What follows belongs to an exercise in optimizing a design on an open flow for small area, a short achievable clock period and few clock cycles per item; a production flow would make more cautious choices.
RTL that was checked went through simulation tests only; none was proved equivalent to the original.

Design nr_div, start of the top module:
module nr_div (
    input rstn,
    input clk,
    input [23:0] d,
    input in_valid,
    output in_ready,
    output reg [23:0] out,
    output reg out_valid,
    input out_ready
);
export LEC_CHECK = 0
export CAP_MARGIN = 20
export CORE_MARGIN = 2
export CORE_UTILIZATION = 60
export SETUP_SLACK_MARGIN = 4.0
export SLEW_MARGIN = 20
create_clock -name core_clock -period 8.0 [get_ports {clk}]
standard.sh (not shown) runs the stock make flow with config.mk's settings and CLKGATE_MAP_FILE= SYNTH_SCRIPT=/design/flow/synth_recipe.tcl, a recipe that flattens the netlist after the stock synthesis.
==> flow/flow/run.sh <==
#!/bin/bash
# Standard layout, with one extra step between synthesis and floorplan:
# invopt.py re-polarises full and half adders so that the
# netlist needs fewer inverters around them.  Registers are untouched.
set -euo pipefail
R=orfs/results/${FLOW_PLATFORM}/nr_div/base
bash standard.sh synth > synth.log 2>&1
cp "$R/1_2_yosys.v" "$R/1_2_yosys.std.v"
python3 flow/invopt.py "$R/1_2_yosys.std.v" "$R/1_2_yosys.v" > invopt.log 2>&1
rm -f "$R/1_synth.odb" "$R/1_synth.sdc"
bash standard.sh > layout.log 2>&1
Other scripts of this flow, unchanged in this note and not shown: flow/flow/invopt.py
The baseline produced a clean layout.
Then changed:
--- a/flow/design.v
+++ b/flow/design.v
@@ -28,20 +28,23 @@
     reg        qb5_c;
     reg [21:8] pb7_a, pb7_b;
     reg        pb7_c;
     reg [6:0]  eb8;
     reg [31:7] zc9_a, zc9_b;
     reg        zc9_c;
     reg        sbusy;                    
     reg [2:0]  ph;                       
     reg [4:0]  cnt;
-    reg [16:0] sZ, sB, sA;
-    wire sdone = (ph == 3'd0);
+    wire [16:0] sZ = {mp3[0], z3};
+    wire [16:0] sB = {mp3[1], z4};
+    wire [16:0] sA = {mp3[4:2], mp4};
+    reg  [16:0] sZ_n, sB_n, sA_n;
+    wire sdone = (ph == 3'd5);
     wire en = (!out_valid | out_ready) & !(v9 & f9 & !sdone);
     assign in_ready = (!out_valid | out_ready) & !sbusy;
     wire [15:0] m1 = x1 + {15'd0, s1};
     wire za_s1 = x1[0] ^ s1 ^ ~x1[4];
     wire za_c2 = (x1[0] & s1) | (x1[0] & ~x1[4]) | (s1 & ~x1[4]);
     wire za_s3 = x1[1] ^ ~x1[5] ^ x1[9];
     wire za_c4 = (x1[1] & ~x1[5]) | (x1[1] & x1[9]) | (~x1[5] & x1[9]);
     wire za_s5 = x1[2] ^ ~x1[6];
     wire za_c6 = x1[2] & ~x1[6];
@@ -1609,18 +1612,22 @@
         if (en) begin
             s2 <= s1; ex2 <= 8'd1 - dl1; z2 <= z1[15:0]; mp2 <= m1[13:0]; z2h <= z1[16]; m2h <= m1[15:14];
             s3 <= s2; ex3 <= ex2; z3 <= z2; mp3 <= mp2; pa3_a <= pa_a[26:8]; pa3_b <= pa_b[26:8]; pa3_c <= pa_lo[8];
             s4 <= s3; ex4 <= ex3; z4 <= z3; mp4 <= mp3; ea4 <= e1n;
             s5 <= s4; ex5 <= ex4; mp5 <= mp4; qb5_a <= qb_a[30:8]; qb5_b <= qb_b[30:8]; qb5_c <= qb_lo[8];
             s6 <= s5; ex6 <= ex5; z6 <= qb5[30:15]; mp6 <= mp5;
             s7 <= s6; ex7 <= ex6; z7 <= z6; pb7_a <= pb_a[21:8]; pb7_b <= pb_b[21:8]; pb7_c <= pb_lo[8];
             s8 <= s7; ex8 <= ex7; zz8 <= z7 ^ {16{s7}}; eb8 <= e2n;
             s9 <= s8; ex9 <= ex8; zc9_a <= zc_a[31:7]; zc9_b <= zc_b[31:7]; zc9_c <= zc_lo[7];
+        end else if (srun) begin
+            {mp3[0], z3} <= sZ_n;
+            {mp3[1], z4} <= sB_n;
+            {mp3[4:2], mp4} <= sA_n;
         end
     end
     wire push = en & v9;
     wire pop  = out_valid & out_ready;
     always @(posedge clk) begin
         if (!rstn) begin
             v1 <= 0; v2 <= 0; v3 <= 0; v4 <= 0; v5 <= 0; v6 <= 0; v7 <= 0; v8 <= 0; v9 <= 0;
             out_valid <= 0;
             sbusy <= 0;
@@ -1634,49 +1641,44 @@
             else if (push & f9) sbusy <= 0;
         end
     end
     always @(posedge clk) begin
         if (en) begin
             f1 <= !in_norm; f2 <= f1; f3 <= f2; f4 <= f3; f5 <= f4; f6 <= f5; f7 <= f6; f8 <= f7; f9 <= f8;
         end
         if (push) out <= r9;
     end
-    wire        sstart = en & v2 & f2;
+    wire        sstart = v9 & f9 & (ph == 3'd0);
+    wire        srun = sstart | (ph != 3'd0 && ph != 3'd5);
     wire [15:0] m2 = {m2h, mp2};
     wire [17:0] ssum = {1'b0, sA} + (sB[0] ? {1'b0, sZ} : 18'd0);
     wire [16:0] sH = {sA[14:0], sB[16:15]};
     wire [16:0] sT = (~sH + {16'd0, ~|sB[14:0]}) ^ 17'h10000;
+    always @(*) begin
+        sZ_n = sZ; sB_n = {ssum[0], sB[16:1]}; sA_n = ssum[17:1];
+        if (sstart) begin
+            sZ_n = {z2h, z2}; sB_n = {1'b0, m2}; sA_n = 17'd0;
+        end else if (cnt == 5'd17) begin
+            sA_n = 17'd0;
+            if (ph[0]) begin
+                sB_n = sT;
+            end else begin
+                sZ_n = sH;
+                sB_n = {1'b0, m2};
+            end
+        end
+    end
     always @(posedge clk) begin
         if (!rstn) begin
             ph <= 0;
             cnt <= 0;
         end else if (sstart) begin
             ph <= 1;
-        end else if (ph != 0 && cnt == 5'd17) begin
-            ph <= (ph == 3'd4) ? 3'd0 : ph + 3'd1;
-        end
-        if (rstn) begin
-            if (sstart) cnt <= 0;
-            else if (ph != 0) cnt <= (cnt == 5'd17) ? 5'd0 : cnt + 5'd1;
-        end
-    end
-    always @(posedge clk) begin
-        if (!rstn) begin
-            sA <= 0;                     
-        end else if (sstart) begin
-            sZ <= {z2h, z2}; sB <= {1'b0, m2}; sA <= 0;
-        end else if (ph != 0) begin
-            if (cnt == 5'd17) begin
-                sA <= 0;
-                if (ph[0]) begin
-                    sB <= sT;
-                end else begin
-                    sZ <= sH;
-                    sB <= {1'b0, m2};
-                end
-            end else begin
-                sA <= ssum[17:1];
-                sB <= {ssum[0], sB[16:1]};
-            end
+            cnt <= 0;
+        end else if (srun) begin
+            cnt <= (cnt == 5'd17) ? 5'd0 : cnt + 5'd1;
+            if (cnt == 5'd17) ph <= ph + 3'd1;
+        end else if (sdone & push) begin
+            ph <= 0;
         end
     end
 endmodule
Count of clock-buffer cells in the layout goes down by 17.
Cell area drops by a few percent.
Die area shrinks by a few percent.
Sequential share of layout area is lower by 2.0 points.
Area after synthesis came out lower by a few percent.
Setup slack gets worse by 0.12 ns.
Sequential cell count fell by 51.
Utilization is higher by 0.63 points.
Testbench counts after the change, summed over its fixed seeds: cycles 2,128, items 2,048.
Function not checked in the first run of this note: the RTL went through the layout flow alone.

==> re-timing with driven ports <==
The results above use ideal ports. As a check the final layouts listed here were re-extracted and re-timed, cells and wires unchanged.
Step 1 sets driving cells, clkbuf_16 on the clock port and buf_2 on the other inputs (assumed; they add their load-dependent delay and slew).
Step 2 adds t to the input delays and takes it off the output delays; t is the mean of the earliest and latest rising clock arrival at the registers after step 1. Input paths then give back, and output paths get back, about the clock's delay inside the block.
Three values: ideal, step 1, step 2; two values: the first two.
run | shift t [ns] | slack for setup (ns) | worst register clock-pin slew, ns | worst data-port slew with drivers (ns)
the first run | 0.701 | 4.068 / 4.068 / 3.842 | 0.07 / 0.07 | 0.04
the second run | 0.699 | 3.952 / 3.952 / 3.865 | 0.07 / 0.07 | 0.06
After both steps setup and hold are still met in every run listed. The setup slack of the first run, which loses most, moves by 0.000 ns with the drivers and by -0.226 ns with both steps.
